This is an optimization exercise on Yosys and OpenROAD, whose aim is small area, not a production implementation. The RTL was checked by simulation tests, not by an equivalence proof against the original design. Power figures rest on the tool's default switching activity, not on a simulated workload.

==> exp/raven: inputs <==
==> flow/design.v (excerpt) <==
module Gelu_Top
(
    input clk,
    input rst_n,
    input gelu,
    input [2:0]    in_scale,
    input [8 *32-1:0]    dat_in,
    output[8 *32-1:0]    dat_out,
    input  in_vld,
    output out_vld
);
wire [8 *32-1:0] y;
genvar i;
generate
    for (i = 0; i < 32; i = i + 1) begin : act
        Gelu u_Gelu (
            .in_scale (in_scale),
            .g        (gelu),
            .x        (dat_in[i*8 +: 8]),
            .y        (y[i*8 +: 8])
        );
    end
endgenerate
reg [8 *32-1:0] y_reg;
reg vld_reg;
always @(posedge clk) y_reg <= y;
always @(posedge clk or negedge rst_n)
    if (!rst_n) vld_reg <= 1'b0;
    else        vld_reg <= in_vld;
assign dat_out = y_reg;
assign out_vld = vld_reg;
endmodule
clock: 6.0 ns
lec_check: 0
abc_area: 1
cap_margin: 20
core_margin: 2
core_utilization: 40
gpl_timing_driven: 0
place_density: 0.7
setup_slack_margin: 0.15
slew_margin: 20
standard.sh (not shown) runs the stock make flow with config.mk's settings and CLKGATE_MAP_FILE= SYNTH_SCRIPT=/design/flow/synth_recipe.tcl, a recipe that flattens the netlist after the stock synthesis.
==> flow/flow/run.sh <==
#!/bin/bash
# Own layout flow: the standard ORFS flow (standard.sh) with these changes:
#  - synthesis maps the logic with its own ABC script (flow/abc_area.script: a
#    balanced AIG mapped for area under a 2.5 ns delay target, with no buffering or
#    upsizing inside ABC, as OpenROAD repairs timing later) and without
#    Yosys's full/half-adder extraction;
#  - ports are buffered with sky130_fd_sc_hd__buf_1;
#  - CTS clusters up to 20 sinks within 80 um per leaf buffer and adds no dummy loads.
# make's output goes to flow_make.log here; ORFS keeps each step's log under orfs/logs.
set -euo pipefail
W=$(pwd)
rm -rf "$W/scripts"
cp -r "$FLOW_HOME/scripts" "$W/scripts"
cp "$W/flow/abc_area.script" "$W/scripts/abc_area.script"
export SCRIPTS_DIR="$W/scripts"
bash standard.sh ADDER_MAP_FILE= \
  "BUFFER_PORTS_ARGS=-buffer_cell sky130_fd_sc_hd__buf_1" \
  "CTS_ARGS=-sink_clustering_enable -repair_clock_nets -dont_use_dummy_load -sink_clustering_size 20 -sink_clustering_max_diameter 80" \
  finish > "$W/flow_make.log" 2>&1
==> flow/flow/abc_area.script <==
strash
&get -n
&b
&put
dch
map -D 2500
topo
==> exp/amber: changes against exp/raven <==
--- a/flow/flow/run.sh
+++ b/flow/flow/run.sh
@@ -2,5 +2,5 @@
 # Own layout flow: the standard ORFS flow (standard.sh) with these changes:
 #  - synthesis maps the logic with its own ABC script (flow/abc_area.script: a
-#    balanced AIG mapped for area under a 2.5 ns delay target, with no buffering or
+#    balanced AIG mapped for area under a 2.8 ns delay target, with no buffering or
 #    upsizing inside ABC, as OpenROAD repairs timing later) and without
 #    Yosys's full/half-adder extraction;
==> flow/flow/abc_area.script (replaced) <==
strash
&get -n
&b
&put
dch
map -D 2800
topo
==> results.py <==
metrics = {
    "status": {
        "status": "timing/DRC/antenna clean",
    },
    "finish": {
        "inv_count": 1016,
    },
    "routing": {
        "wl_mm": 182,
    },
    "logic_synthesis": {
        "synth_area_sq_mm": 0.0387,
        "synth_seq_area_share_pct": 13.3,
    },
    "pwr": {
        "p_switching_mw": 4.19,
        "p_seq_share_pct": 26.4,
    },
    "grt": {
        "grt_pass1_wl_mm": 276,
    },
}
That was exp/amber.
==> results.py <==
metrics = {
    "status": {
        "status": "timing/DRC/antenna clean",
    },
    "logic_synthesis": {
        "synth_seq_area_share_pct": 13.0,
    },
    "finish": {
        "inv_count": 1001,
    },
    "grt": {
        "grt_pass1_wl_mm": 284,
    },
    "routing": {
        "wl_mm": 185,
    },
    "pwr": {
        "p_switching_mw": 4.34,
    },
}
That was exp/raven.

==> run a <==
Gelu_Top, a different RTL version from the one above (not shown whole).
export LEC_CHECK = 0
export ABC_AREA = 1
export CAP_MARGIN = 20
export CORE_MARGIN = 2
export CORE_UTILIZATION = 40
export GPL_TIMING_DRIVEN = 0
export SETUP_SLACK_MARGIN = 0.15
export SLEW_MARGIN = 20
create_clock -name core_clock -period 6.0 [get_ports {clk}]
==> flow/flow/run.sh <==
#!/bin/bash
# Own layout flow: the standard ORFS flow (standard.sh) with these changes:
#  - synthesis maps the logic with its own ABC script (flow/abc_area.script: a
#    balanced AIG mapped for area under a 2.5 ns delay target, with no buffering or
#    upsizing inside ABC, as OpenROAD repairs timing later) and without
#    Yosys's full/half-adder extraction;
#  - ports are buffered with sky130_fd_sc_hd__buf_1;
#  - CTS clusters up to 20 sinks within 80 um per leaf buffer and adds no dummy loads.
# make's output goes to flow_make.log here; ORFS keeps each step's log under orfs/logs.
set -euo pipefail
W=$(pwd)
rm -rf "$W/scripts"
cp -r "$FLOW_HOME/scripts" "$W/scripts"
cp "$W/flow/abc_area.script" "$W/scripts/abc_area.script"
export SCRIPTS_DIR="$W/scripts"
bash standard.sh ADDER_MAP_FILE= \
  "BUFFER_PORTS_ARGS=-buffer_cell sky130_fd_sc_hd__buf_1" \
  "CTS_ARGS=-sink_clustering_enable -repair_clock_nets -dont_use_dummy_load -sink_clustering_size 20 -sink_clustering_max_diameter 80" \
  finish > "$W/flow_make.log" 2>&1
==> flow/flow/abc_area.script <==
strash
&get -n
&b
&put
dch
map -D 2500
topo
==> run b (differences from run a) <==
--- a/flow/config.mk
+++ b/flow/config.mk
@@ -10,5 +10,6 @@
 export CORE_MARGIN = 2
 export CORE_UTILIZATION = 40
 export GPL_TIMING_DRIVEN = 0
+export PLACE_DENSITY = 0.7
 export SETUP_SLACK_MARGIN = 0.15
 export SLEW_MARGIN = 20
==> summary.txt <==
Between run a and run b, the lower global-route usage is in run a (gap 0.70 points). Sequential cell count is the same in run b and run a. In run b the worst setup slack is lower than in run a, by 0.11 ns. Against run a, the core utilization of run b is lower by 0.21 points. In synthesized cell count, run a and run b do not differ. Between run b and run a, the lower clock power is in run b (gap about 18%, measured against run a). Sequential power is about the same in run b and run a. Between run a and run b, the lower maximum frequency is in run b (gap about 2%, measured against run b). Die area is the same in run b and run a. Against run a, the count of clock-buffer cells in the layout of run b is lower by 8. In run a the cell count is larger than in run b, by about 0.2%.

[re-timing with driven ports]
In the flow no input, the clock included, has a driving cell. The finished layouts below were timed again as built, in two steps. Step 1 sets driving cells, clkbuf_16 on the clock port and buf_2 on the other inputs (assumed; they add their load-dependent delay and slew). Step 2 moves the port delays by t, midway between the first and last clock arrival at a register: inputs arrive t later, outputs are due t later. That takes back most of the time a late clock gives input paths. a / b / c = ideal ports / drivers / drivers and shift; a / b = the first two.
run | t, ns | slack for setup (ns) | worst hold slack (ns) | worst data-port slew with drivers (ns) | cell pins on the clock port's net
exp/raven | 0.705 | 0.428 / 0.329 / -0.375 | 0.299 / 0.270 / 0.975 | 0.18 | 1
exp/amber | 0.666 | 0.359 / 0.406 / -0.261 | 0.392 / 0.345 / 1.011 | 0.16 | 1
run a | 0.680 | 0.374 / 0.423 / -0.257 | 0.360 / 0.309 / 0.989 | 0.15 | 1
run b | 0.701 | 0.265 / 0.306 / -0.395 | 0.359 / 0.307 / 1.008 | 0.13 | 1
With both steps, setup timing fails in every run listed, where it was met with ideal ports. The setup slack of exp/raven, which loses most, moves by -0.099 ns with the drivers and by -0.803 ns with both steps.
